Background: an optimization exercise with open tools, aiming at small area, a short achievable clock period and few clock cycles. Do not read the settings as production practice. RTL that was checked went through simulation tests only; none was proved equivalent to the original. For run 1, only the layout was checked, not whether the RTL still works.

==> flow/design.v, too long to show whole: its modules and the start of the top module <==
// module produto_escalar: 2025 lines
// module produto_escalar_pgn: 7 lines
// module produto_escalar_gn: 6 lines
// module produto_escalar_pgp: 7 lines
// module produto_escalar_gp: 6 lines
// module produto_escalar_ha: 7 lines
// module produto_escalar_fa: 7 lines
module produto_escalar (
    input  logic         clk_i,
    input  logic         rst_i,
    input  logic         iniciar,
    input  logic [31:0]  a0, a1, a2, a3, a4, a5, a6, a7,
    input  logic [31:0]  b0, b1, b2, b3, b4, b5, b6, b7,
    output logic [63:0]  resultado,
    output logic         concluido
);
  // ...
==> flow/flow/run.sh <==
#!/bin/bash
set -e
echo 'export BUFFER_PORTS_ARGS = -buffer_cell sky130_fd_sc_hd__buf_1' >> config.mk
bash standard.sh SETUP_SLACK_MARGIN=8.1 finish > standard.log 2>&1
==> flow/standard.sh <==
#!/bin/bash
# synth_recipe.tcl (not shown) runs the flow's synth.tcl, then flattens the netlist and writes it again
# the make line also repeats each setting of config.mk as NAME=value (left out here)
make -C /OpenROAD-flow-scripts/flow DESIGN_CONFIG=/design/flow/config.mk WORK_HOME=/design/flow/orfs CLKGATE_MAP_FILE= SYNTH_SCRIPT=/design/flow/synth_recipe.tcl "${@:-finish}"
==> flow/config.mk <==
export PLATFORM = sky130hd
export DESIGN_NAME = produto_escalar
export DESIGN_NICKNAME = produto_escalar
export VERILOG_FILES = /design/flow/design.v
export SDC_FILE = /design/flow/constraint.sdc
export NUM_CORES = 4
export LEC_CHECK = 0
export CAP_MARGIN = 20
export CORE_MARGIN = 2
export CORE_UTILIZATION = 40
export SLEW_MARGIN = 20
export SYNTH_HIERARCHICAL = 1
export SYNTH_MINIMUM_KEEP_SIZE = 0
export BUFFER_PORTS_ARGS = -buffer_cell sky130_fd_sc_hd__buf_1
==> flow/constraint.sdc <==
create_clock -name core_clock -period 11.5 [get_ports {clk_i}]
set_input_delay 2.3000 -clock core_clock [delete_from_list [all_inputs] [get_ports {clk_i}]]
set_output_delay 2.3000 -clock core_clock [all_outputs]
set_load 0.01 [all_outputs]
==> run notes, run 1 <==
outcome=timing/DRC/antenna clean; most frequent cells in the layout=1015 x nand2_1, 503 x buf_1, 471 x xor2_1, 408 x fa_1, 396 x o21ai_0; Max clock buf depth=3; area occupied by registers=7100 um^2; Post-synth top cells=1079 x nand2_1, 507 x o21ai_0, 494 x fa_1, 478 x xor2_1, 336 x dfxtp_1; gr usage total=41.1%; Worst setup endpoint=resultado[63]; Seq/Total Area, Yosys=18.2%; die area=94900 um^2; clkbuf count=56; wire per inst=32.0 um; H-tree level count=2; min setup slack post-route=7.74 ns; CTS tree=built; Clock Latency Late Sink=0.61 ns; global-route wire length before repair=275000 um; kind of critical path=register to register; WL met3=28100 um; hold depth=1; Buffers on Ports=579; initial antenna violation count=34; FFs & Latches=336; starting density of the core=40.3%; met2 routed WL=80900 um; Least-Margin Pin Slew=0.934 ns; RSZ-0062 raised after global routing=yes; clk root buf=clkbuf_16; post-DP HPWL=121000 um; hold-fix buffers at CTS=0; routing usage on met1=45.7%; area grow syn2layout=35.6%; Worst Reg-to-Reg Cells=16; Largest register FFs=64; pre-CTS setup slack=6.98 ns; post-layout instance area=50100 um^2; post-synthesis compound-gate area fraction=17.6%; Row Count=111; slowest CP cell=fa_1
==> run 2, diff against run 1 <==
--- a/flow/design.v
+++ b/flow/design.v
@@ -9,86 +9,85 @@
 );
   logic        iniciar_prev;
   logic [9:1]  fase;           
   logic [31:0] a_r;
   logic [15:0] one_r, dif_r, neg_r;
   logic [63:0] prod0, prod1, prod2;
   wire ocupado = |fase;
   wire inicio  = iniciar & ~iniciar_prev & ~ocupado;
-  wire en      = inicio | (|fase[7:1]);
   always_ff @(posedge clk_i) begin
     if (rst_i) begin
       iniciar_prev <= 1'b0;
       fase         <= 9'd0;
       concluido    <= 1'b0;
     end else begin
       iniciar_prev <= iniciar;
       fase         <= {fase[8:1], inicio};
       if (inicio)       concluido <= 1'b0;
       else if (fase[9]) concluido <= 1'b1;
     end
   end
-  wire [31:0] a_sel = ({32{~ocupado}} & a0) | ({32{fase[1]}} & a1) |
+  wire [31:0] a_sel = ({32{inicio}}   & a0) | ({32{fase[1]}} & a1) |
                       ({32{fase[2]}} & a2) | ({32{fase[3]}} & a3) |
                       ({32{fase[4]}} & a4) | ({32{fase[5]}} & a5) |
                       ({32{fase[6]}} & a6) | ({32{fase[7]}} & a7);
   wire [31:0] b_sel = ({32{~ocupado}} & b0) | ({32{fase[1]}} & b1) |
                       ({32{fase[2]}} & b2) | ({32{fase[3]}} & b3) |
                       ({32{fase[4]}} & b4) | ({32{fase[5]}} & b5) |
                       ({32{fase[6]}} & b6) | ({32{fase[7]}} & b7);
   wire [15:0] one_d, dif_d, neg_d;
-  assign one_d[0] = en & (b_sel[0] ^ 1'b0);
-  assign dif_d[0] = en & (b_sel[1] ^ b_sel[0]);
-  assign neg_d[0] = en & b_sel[1];
-  assign one_d[1] = en & (b_sel[2] ^ b_sel[1]);
-  assign dif_d[1] = en & (b_sel[3] ^ b_sel[2]);
-  assign neg_d[1] = en & b_sel[3];
-  assign one_d[2] = en & (b_sel[4] ^ b_sel[3]);
-  assign dif_d[2] = en & (b_sel[5] ^ b_sel[4]);
-  assign neg_d[2] = en & b_sel[5];
-  assign one_d[3] = en & (b_sel[6] ^ b_sel[5]);
-  assign dif_d[3] = en & (b_sel[7] ^ b_sel[6]);
-  assign neg_d[3] = en & b_sel[7];
-  assign one_d[4] = en & (b_sel[8] ^ b_sel[7]);
-  assign dif_d[4] = en & (b_sel[9] ^ b_sel[8]);
-  assign neg_d[4] = en & b_sel[9];
-  assign one_d[5] = en & (b_sel[10] ^ b_sel[9]);
-  assign dif_d[5] = en & (b_sel[11] ^ b_sel[10]);
-  assign neg_d[5] = en & b_sel[11];
-  assign one_d[6] = en & (b_sel[12] ^ b_sel[11]);
-  assign dif_d[6] = en & (b_sel[13] ^ b_sel[12]);
-  assign neg_d[6] = en & b_sel[13];
-  assign one_d[7] = en & (b_sel[14] ^ b_sel[13]);
-  assign dif_d[7] = en & (b_sel[15] ^ b_sel[14]);
-  assign neg_d[7] = en & b_sel[15];
-  assign one_d[8] = en & (b_sel[16] ^ b_sel[15]);
-  assign dif_d[8] = en & (b_sel[17] ^ b_sel[16]);
-  assign neg_d[8] = en & b_sel[17];
-  assign one_d[9] = en & (b_sel[18] ^ b_sel[17]);
-  assign dif_d[9] = en & (b_sel[19] ^ b_sel[18]);
-  assign neg_d[9] = en & b_sel[19];
-  assign one_d[10] = en & (b_sel[20] ^ b_sel[19]);
-  assign dif_d[10] = en & (b_sel[21] ^ b_sel[20]);
-  assign neg_d[10] = en & b_sel[21];
-  assign one_d[11] = en & (b_sel[22] ^ b_sel[21]);
-  assign dif_d[11] = en & (b_sel[23] ^ b_sel[22]);
-  assign neg_d[11] = en & b_sel[23];
-  assign one_d[12] = en & (b_sel[24] ^ b_sel[23]);
-  assign dif_d[12] = en & (b_sel[25] ^ b_sel[24]);
-  assign neg_d[12] = en & b_sel[25];
-  assign one_d[13] = en & (b_sel[26] ^ b_sel[25]);
-  assign dif_d[13] = en & (b_sel[27] ^ b_sel[26]);
-  assign neg_d[13] = en & b_sel[27];
-  assign one_d[14] = en & (b_sel[28] ^ b_sel[27]);
-  assign dif_d[14] = en & (b_sel[29] ^ b_sel[28]);
-  assign neg_d[14] = en & b_sel[29];
-  assign one_d[15] = en & (b_sel[30] ^ b_sel[29]);
-  assign dif_d[15] = en & (b_sel[31] ^ b_sel[30]);
-  assign neg_d[15] = en & b_sel[31];
+  assign one_d[0] = b_sel[0] ^ 1'b0;
+  assign dif_d[0] = b_sel[1] ^ b_sel[0];
+  assign neg_d[0] = b_sel[1];
+  assign one_d[1] = b_sel[2] ^ b_sel[1];
+  assign dif_d[1] = b_sel[3] ^ b_sel[2];
+  assign neg_d[1] = b_sel[3];
+  assign one_d[2] = b_sel[4] ^ b_sel[3];
+  assign dif_d[2] = b_sel[5] ^ b_sel[4];
+  assign neg_d[2] = b_sel[5];
+  assign one_d[3] = b_sel[6] ^ b_sel[5];
+  assign dif_d[3] = b_sel[7] ^ b_sel[6];
+  assign neg_d[3] = b_sel[7];
+  assign one_d[4] = b_sel[8] ^ b_sel[7];
+  assign dif_d[4] = b_sel[9] ^ b_sel[8];
+  assign neg_d[4] = b_sel[9];
+  assign one_d[5] = b_sel[10] ^ b_sel[9];
+  assign dif_d[5] = b_sel[11] ^ b_sel[10];
+  assign neg_d[5] = b_sel[11];
+  assign one_d[6] = b_sel[12] ^ b_sel[11];
+  assign dif_d[6] = b_sel[13] ^ b_sel[12];
+  assign neg_d[6] = b_sel[13];
+  assign one_d[7] = b_sel[14] ^ b_sel[13];
+  assign dif_d[7] = b_sel[15] ^ b_sel[14];
+  assign neg_d[7] = b_sel[15];
+  assign one_d[8] = b_sel[16] ^ b_sel[15];
+  assign dif_d[8] = b_sel[17] ^ b_sel[16];
+  assign neg_d[8] = b_sel[17];
+  assign one_d[9] = b_sel[18] ^ b_sel[17];
+  assign dif_d[9] = b_sel[19] ^ b_sel[18];
+  assign neg_d[9] = b_sel[19];
+  assign one_d[10] = b_sel[20] ^ b_sel[19];
+  assign dif_d[10] = b_sel[21] ^ b_sel[20];
+  assign neg_d[10] = b_sel[21];
+  assign one_d[11] = b_sel[22] ^ b_sel[21];
+  assign dif_d[11] = b_sel[23] ^ b_sel[22];
+  assign neg_d[11] = b_sel[23];
+  assign one_d[12] = b_sel[24] ^ b_sel[23];
+  assign dif_d[12] = b_sel[25] ^ b_sel[24];
+  assign neg_d[12] = b_sel[25];
+  assign one_d[13] = b_sel[26] ^ b_sel[25];
+  assign dif_d[13] = b_sel[27] ^ b_sel[26];
+  assign neg_d[13] = b_sel[27];
+  assign one_d[14] = b_sel[28] ^ b_sel[27];
+  assign dif_d[14] = b_sel[29] ^ b_sel[28];
+  assign neg_d[14] = b_sel[29];
+  assign one_d[15] = b_sel[30] ^ b_sel[29];
+  assign dif_d[15] = b_sel[31] ^ b_sel[30];
+  assign neg_d[15] = b_sel[31];
   always_ff @(posedge clk_i) begin
     a_r   <= a_sel;
     one_r <= one_d;
     dif_r <= dif_d;
     neg_r <= neg_d;
   end
   wire [32:0] a_ext = {a_r[31], a_r};
   wire [15:0] two_r = dif_r & ~one_r;
==> flow/flow/run.sh (replaced) <==
#!/bin/bash
set -e
echo 'export BUFFER_PORTS_ARGS = -buffer_cell sky130_fd_sc_hd__buf_1' >> config.mk
bash standard.sh SETUP_SLACK_MARGIN=7.8 finish > standard.log 2>&1
==> run notes, run 2 <==
Yosys cell types=29; Most flops, register=resultado; Sink Count=336; via count=34000; most frequent cell after synthesis=nand2_1; starting density of the core=40.3% (about the same); drc violations=0; kind of critical path=register to register; Final ANT Viol Nets=0; Final Setup Violations=0; top cell type's share of synthesized area=27.3%; Post-synth EDFFs=0; Tmin final=3.75 ns; drt first-iter violations=4122; critical path startpoint category=register; FF+latch count, synth=336; area grow syn2layout=18.5%; Row Count=110 (-0.90%); Clock Skews=0.0394 ns; Pins Over Slew Limit=0; setup TNS=0 ns; Total Wirelength=189000 um; Yosys Warn Count=7; commonest non-fill, non-tap cell in the layout=nand2_1; Die Width=305 um; number of global-route vias before repair=33100; Seq/Total Area, Yosys=18.6% (+0.37 points); Critical Path Fanout Max=14; vias per cell=5.87; largest family of logic cells by synthesized area=adder cells; GP Congestion=0.987; core area=89900 um^2; Post-Synthesis Cells=4159; Num CTS Buffers=42; grt ovf=0; final hold vios=0; beginning of the critical path=a_r[13]; normalized max-slew margin=23.1%; Yosys top cell by area=fa_1; initial antenna violation count=33 (-2.9%); global-route wire length before repair=257000 um (-6.6%); gr usage total=39.1% (-1.9 points); Final #Nets=5684; largest net degree at the start of global routing=65; worst reg2reg path startpoint=a_r[13]; hold path startpoint=hs43; Post-Synth XOR/XNOR Area=15.2%; Max Cap Violations=0; Crit path arrival time=4.26 ns; CP Capture Type=register; die area=93000 um^2 (-2.0%); largest registers=resultado: 64 flops, prod0: 62 flops, prod1: 60 flops; Largest register FFs=64 (unchanged); post-layout instance area=43000 um^2 (-14%); most frequent cells in the layout=995 x nand2_1, 578 x buf_1, 514 x xor2_1, 490 x fa_1, 471 x o21ai_0; Clock Latency Late Sink=0.62 ns (about the same); worst hold path class=register to register; synthesized cell area=36200 um^2; outcome=timing/DRC/antenna clean; Synth area leaders=fa_1 27%, dfxtp_1 19%, xor2_1 12%; Cell Area, Placed=39100 um^2; adder-cell share of the synthesized area=31.2%; RSZ-0062 raised after global routing=yes; die height=305 um; CTS tree=built; Max clock buf depth=3 (unchanged); CTS clk-pin slew, worst paths=0.06 ns; IO Pins=580; clk root buf=clkbuf_16; wire per inst=32.6 um (+1.8%); Worst EP required=12.01 ns; Synth Area in Simple Gates=13.4%; post-DP HPWL=127000 um (+5.7%); H-tree level count=2 (unchanged); syn avg cell area=8.71 um^2; ys async rst share=0%; mux contribution to synthesized area=0%; Main synth FF type=dfxtp_1; Least-Margin Pin Slew=1.15 ns (+0.219 ns); Initial DRT Pass Iterations=8; hold-fix buffers at CTS=0 (unchanged); Post-synth top cells=1015 x nand2_1, 514 x xor2_1, 494 x fa_1, 477 x o21ai_0, 337 x clkbuf_1; f_max=267 MHz; post-synthesis compound-gate area fraction=17.3% (-0.26 points); crit share post-route=32.6%; layout cells sized above 1=12.4%; Buffers on Ports=579 (unchanged)
[run 2: cell count changes in the layout (fill, tap and decap cells not counted), sizes merged, moves of 9 or more]
cell     change
o21ai       -30
nor2        -83
bufbuf      -49
xor2        +36
a21o        +64
a2111oi     -32
a21oi       -48
buf        -182
nand3       +33
nor3        -31
nand2       -64
nand4       -32
inv          -9
[run 2: cell families after synthesis]
| family | count (synthesis) |
|---|---|
| AND/OR/NAND/NOR | 1217 |
| flip-flops | 336 |
| AO/OA/AOI/OAI | 954 |
| XOR/XNOR | 627 |
| adder cells (fa/ha/maj) | 606 |
| buffers and inverters | 417 |
| other | 2 |
[run 2: critical path: stages (launching register included)]
cell and delay (ns):
dfxtp_4 0.43, buf_12 0.18, nand2_1 0.09, o21ai_1 0.22
xor2_1 0.24, fa_1 0.50, fa_1 0.43, fa_1 0.43
fa_1 0.43, fa_2 0.66
[run 2: metrics by stage]
step           util [%]  hold WS (ns)  worst slack, ns  std cells
2_1_floorplan         -         0.329             7.81       4168
3_3_place_gp       43.5         0.432             6.82       5612
3_5_place_dp       43.5         0.437             6.72       5612
4_1_cts            46.0         0.450             7.74       5704
5_1_grt            47.8         0.470             7.69       5778
6_report           47.8         0.444             7.75       5791
[run 2: repair_timing]
item | CTS | global route
setup endpoints to repair | 90 | 72
buffers inserted | 14 | 50
resized for setup | 125 | 199
cloned | 3 | 15
pin swaps | 3 | 16
[run 2: worst paths after layout]
path	end	cells past startpoint	slack [ns]
max reg2reg	prod2[39]	9	7.75
max	prod2[39]	9	7.75
min reg2reg	resultado[0]	1	0.44
min	resultado[0]	1	0.44
[run 2: per-module statistics from Yosys, one instance, submodules excluded]
module,area (um^2),cells,flops+latches
produto_escalar_ha,12.5,1,0
produto_escalar_gn,8.76,1,0
produto_escalar,23500,3291,336
produto_escalar_fa,20.0,1,0
produto_escalar_pgp,12.5,2,0
produto_escalar_pgn,12.5,2,0
produto_escalar_gp,5.00,1,0
[run 2: area by class of cell]
cell class                 count  area (um^2)
sequential                   336         6910
inverter                      36          135
antenna                       21         52.6
timing repair buffer         732         4360
fill                        8552        46900
clock buffer                  55         1170
tap                         1176         1470
multi-input combinational   3415        28600
clock inverter                20          231
[run 2: per-layer routing]
layer  routed length [um]  GRT usage [%]  up-vias
met5                  198              0        -
met2                78700           57.7     2527
met4                21200           34.4       22
li1                     -              -    14500
met3                23500           13.1      692
met1                65000           45.3    16300
Testbench counts of run 2, summed over its fixed seeds: cycles 26,400.
==> run 3, diff against run 2 <==
==> flow/flow/run.sh (replaced) <==
#!/bin/bash
set -e
echo 'export BUFFER_PORTS_ARGS = -buffer_cell sky130_fd_sc_hd__buf_1' >> config.mk
bash standard.sh SETUP_SLACK_MARGIN=7.5 finish > standard.log 2>&1
==> run notes, run 3 <==
outcome=timing/DRC/antenna clean; Clock Skews=0.0409 ns (+0.00155 ns); Cell Area, Placed=39200 um^2 (+0.20%); Post-synth top cells=1015 x nand2_1, 514 x xor2_1, 494 x fa_1, 477 x o21ai_0, 337 x clkbuf_1; critical path startpoint category=register; drc violations=0 (unchanged); number of global-route vias before repair=32600 (-1.7%); die area=93000 um^2 (unchanged); Num CTS Buffers=44 (+4.8%); layout cells sized above 1=9.27% (-3.2 points); setup TNS=0 ns (unchanged); Sink Count=336 (unchanged); CTS tree=built; Final ANT Viol Nets=0 (unchanged); GP Congestion=1.00 (+1.5%); vias per cell=5.78 (-1.6%); Row Count=110 (unchanged); post-DP HPWL=128000 um (+0.40%); ys async rst share=0% (unchanged); Crit path top cell by count=fa_1; final hold vios=0 (unchanged); f_max=255 MHz (-4.3%); # fillers=8758 (+2.4%); via count=33200 (-2.3%); Most flops, register=resultado; most frequent cells in the layout=1015 x nand2_1, 578 x buf_1, 514 x xor2_1, 494 x fa_1, 477 x o21ai_0; Worst EP required=12.00 ns (about the same); core area=89900 um^2 (unchanged); Pins Over Slew Limit=0 (unchanged); normalized max-slew margin=22.5% (-0.66 points); Yosys top cell by area=fa_1; top cell type's share of synthesized area=27.3% (unchanged); Post-synth EDFFs=0 (unchanged); Synth area leaders=fa_1 27%, dfxtp_1 19%, xor2_1 12%; Max Cap Violations=0 (unchanged); largest net degree at the start of global routing=67 (+3.1%); starting density of the core=40.3% (unchanged); CP Capture Type=register; area grow syn2layout=13.7%; crit share post-route=34.1% (+1.5 points); Post-Synthesis Cells=4159 (unchanged); post-layout instance area=41200 um^2 (-4.1%); Final #Nets=5627 (-1.0%); syn avg cell area=8.71 um^2 (unchanged); most frequent cell after synthesis=nand2_1; hold slack=0.440 ns (-0.00338 ns); Least-Margin Pin Slew=1.16 ns (+0.00996 ns); Main synth FF type=dfxtp_1; global-route wire length before repair=254000 um (-1.0%); wire per inst=31.5 um (-3.4%); largest registers=resultado: 64 flops, prod0: 62 flops, prod1: 60 flops; Die Width=305 um (unchanged); kind of critical path=register to register; IO Pins=580 (unchanged); initial antenna violation count=41 (+24%); Initial DRT Pass Iterations=6 (-2); commonest non-fill, non-tap cell in the layout=nand2_1; crit path cell chain=nand2_1 > o21ai_0 > xnor2_1 > ha_1 > inv_1 > fa_1 > fa_1 > fa_1 > fa_1; synthesized cell area=36200 um^2 (unchanged); Clock Latency Late Sink=0.64 ns (+0.02 ns); worst hold path class=register to register; Critical Path Fanout Max=32 (+18); Yosys Warn Count=7 (unchanged); slowest stage delay, CP=1.06 ns (+0.40 ns); clk root buf=clkbuf_16; area occupied by registers=6840 um^2 (-1.1%); Max clock buf depth=3 (unchanged); gr usage total=38.8% (-0.31 points); Crit path arrival time=4.42 ns (+0.16 ns); Tmin final=3.92 ns (+0.167 ns); grt ovf=0 (unchanged); drt first-iter violations=3931 (-4.6%); CTS clk-pin slew, worst paths=0.06 ns (about the same); footprint of the multi-input gates=28100 um^2 (-1.9%); Yosys cell types=29 (unchanged); slowest CP cell=dfxtp_2; RSZ-0062 raised after global routing=no; H-tree level count=2 (unchanged); Seq/Total Area, Yosys=18.6% (unchanged); Final Setup Violations=0 (unchanged); Total Wirelength=181000 um (-4.1%); FF+latch count, synth=336 (unchanged); Buffers on Ports=579 (unchanged); Worst path top cell family by delay=adder cells; Worst Path Buf+Inv=1 (unchanged); R2R Setup Slk=7.58 ns (-0.17 ns); die height=305 um (unchanged); Largest register FFs=64 (unchanged); hold-fix buffers at CTS=0 (unchanged)
run 3: metrics by stage:
step	setup WS, ns	util (%)	instances
2_1_floorplan	7.56	-	4168
3_3_place_gp	6.67	43.6	5624
3_5_place_dp	6.64	43.6	5626
4_1_cts	7.49	45.5	5710
5_1_grt	7.51	45.8	5730
6_report	7.58	45.9	5750
run 3: routing by layer:
metal	global-route usage, %	share of wire [%]	up-vias
met2	56.1	43	2287
met3	14.0	11	578
met4	33.2	9.8	16
li1	-	-	14400
met1	45.7	36	16000
met5	0	0.11	-
run 3: kinds of logic after synthesis:
logic type / Yosys count / synth area share [%]
other: 2 / 0.0207
AOI/OAI and AO/OA: 954 / 17.3
adders and majority gates: 606 / 31.2
xor gates and xnor gates: 627 / 15.2
DFF: 336 / 18.6
and+or+nand+nor: 1217 / 13.4
buffers and inverters: 417 / 4.38
run 3: path summary, 6_finish.rpt:
| check | start | end | cells past startpoint |
|---|---|---|---|
| worst max register to register | a_r[17] | prod2[39] | 9 |
| worst min register to register | hs43 | resultado[0] | 1 |
| worst max-delay path | a_r[17] | prod2[39] | 9 |
| worst min-delay path | hs43 | resultado[0] | 1 |
run 3: worst register-to-register path, stage by stage (launching register included):
cell     delay [ns]
dfxtp_2        1.06
nand2_1        0.10
o21ai_0        0.14
xnor2_1        0.09
ha_1           0.31
inv_1          0.05
fa_1           0.55
fa_1           0.42
fa_1           0.42
fa_1           0.65
run 3: area by class of cell:
type / count / area share, %
diodes: 32 / 0.194
clock buffers: 58 / 3.02
clock inverters: 24 / 0.902
inverters: 36 / 0.328
multi-input cells: 3415 / 68.2
flip-flops and latches: 336 / 16.6
well taps: 1176 / 3.57
repair buffers: 673 / 7.25
run 3: what timing repair did:
item | in CTS | in global routing
pin swaps | 0 | 1
gates cloned | 0 | 1
hold endpoints to repair | 0 | 0
resized for setup | 20 | 34
setup buffers | 2 | 5
endpoints found under the setup margin | 78 | 49
run 3: per-module statistics from Yosys, one instance, submodules excluded:
module	cells	copies in the design	flip-flops and latches
produto_escalar_ha	1	64	0
produto_escalar_pgp	2	52	0
produto_escalar_fa	1	494	0
produto_escalar	3291	1	336
produto_escalar_gp	1	20	0
produto_escalar_pgn	2	72	0
produto_escalar_gn	1	42	0

[separate check: timing with driven ports]
How much do the figures lean on ideal ports? The routed layouts below were timed once more, with nothing changed but the port constraints.
Step 1 assumes that a clkbuf_16 drives the clock port and a buf_2 every other input.
Step 2 also shifts input and output timing later by t, the mid clock arrival at the registers, as if the neighbouring blocks saw the same clock.
Slacks: ideal / step 1 / step 2; pairs: ideal / step 1.
run	shift t [ns]	setup slack, ns	worst setup path at the end
run 1	0.659	7.735 / 7.735 / 7.460	input to register
run 2	0.678	7.749 / 7.749 / 7.229	input to register
run 3	0.684	7.582 / 7.582 / 6.970	input to register
After both steps setup and hold are still met in every run listed. For run 3, which loses most, drivers alone change the setup slack by 0.000 ns; drivers and shift together by -0.612 ns.
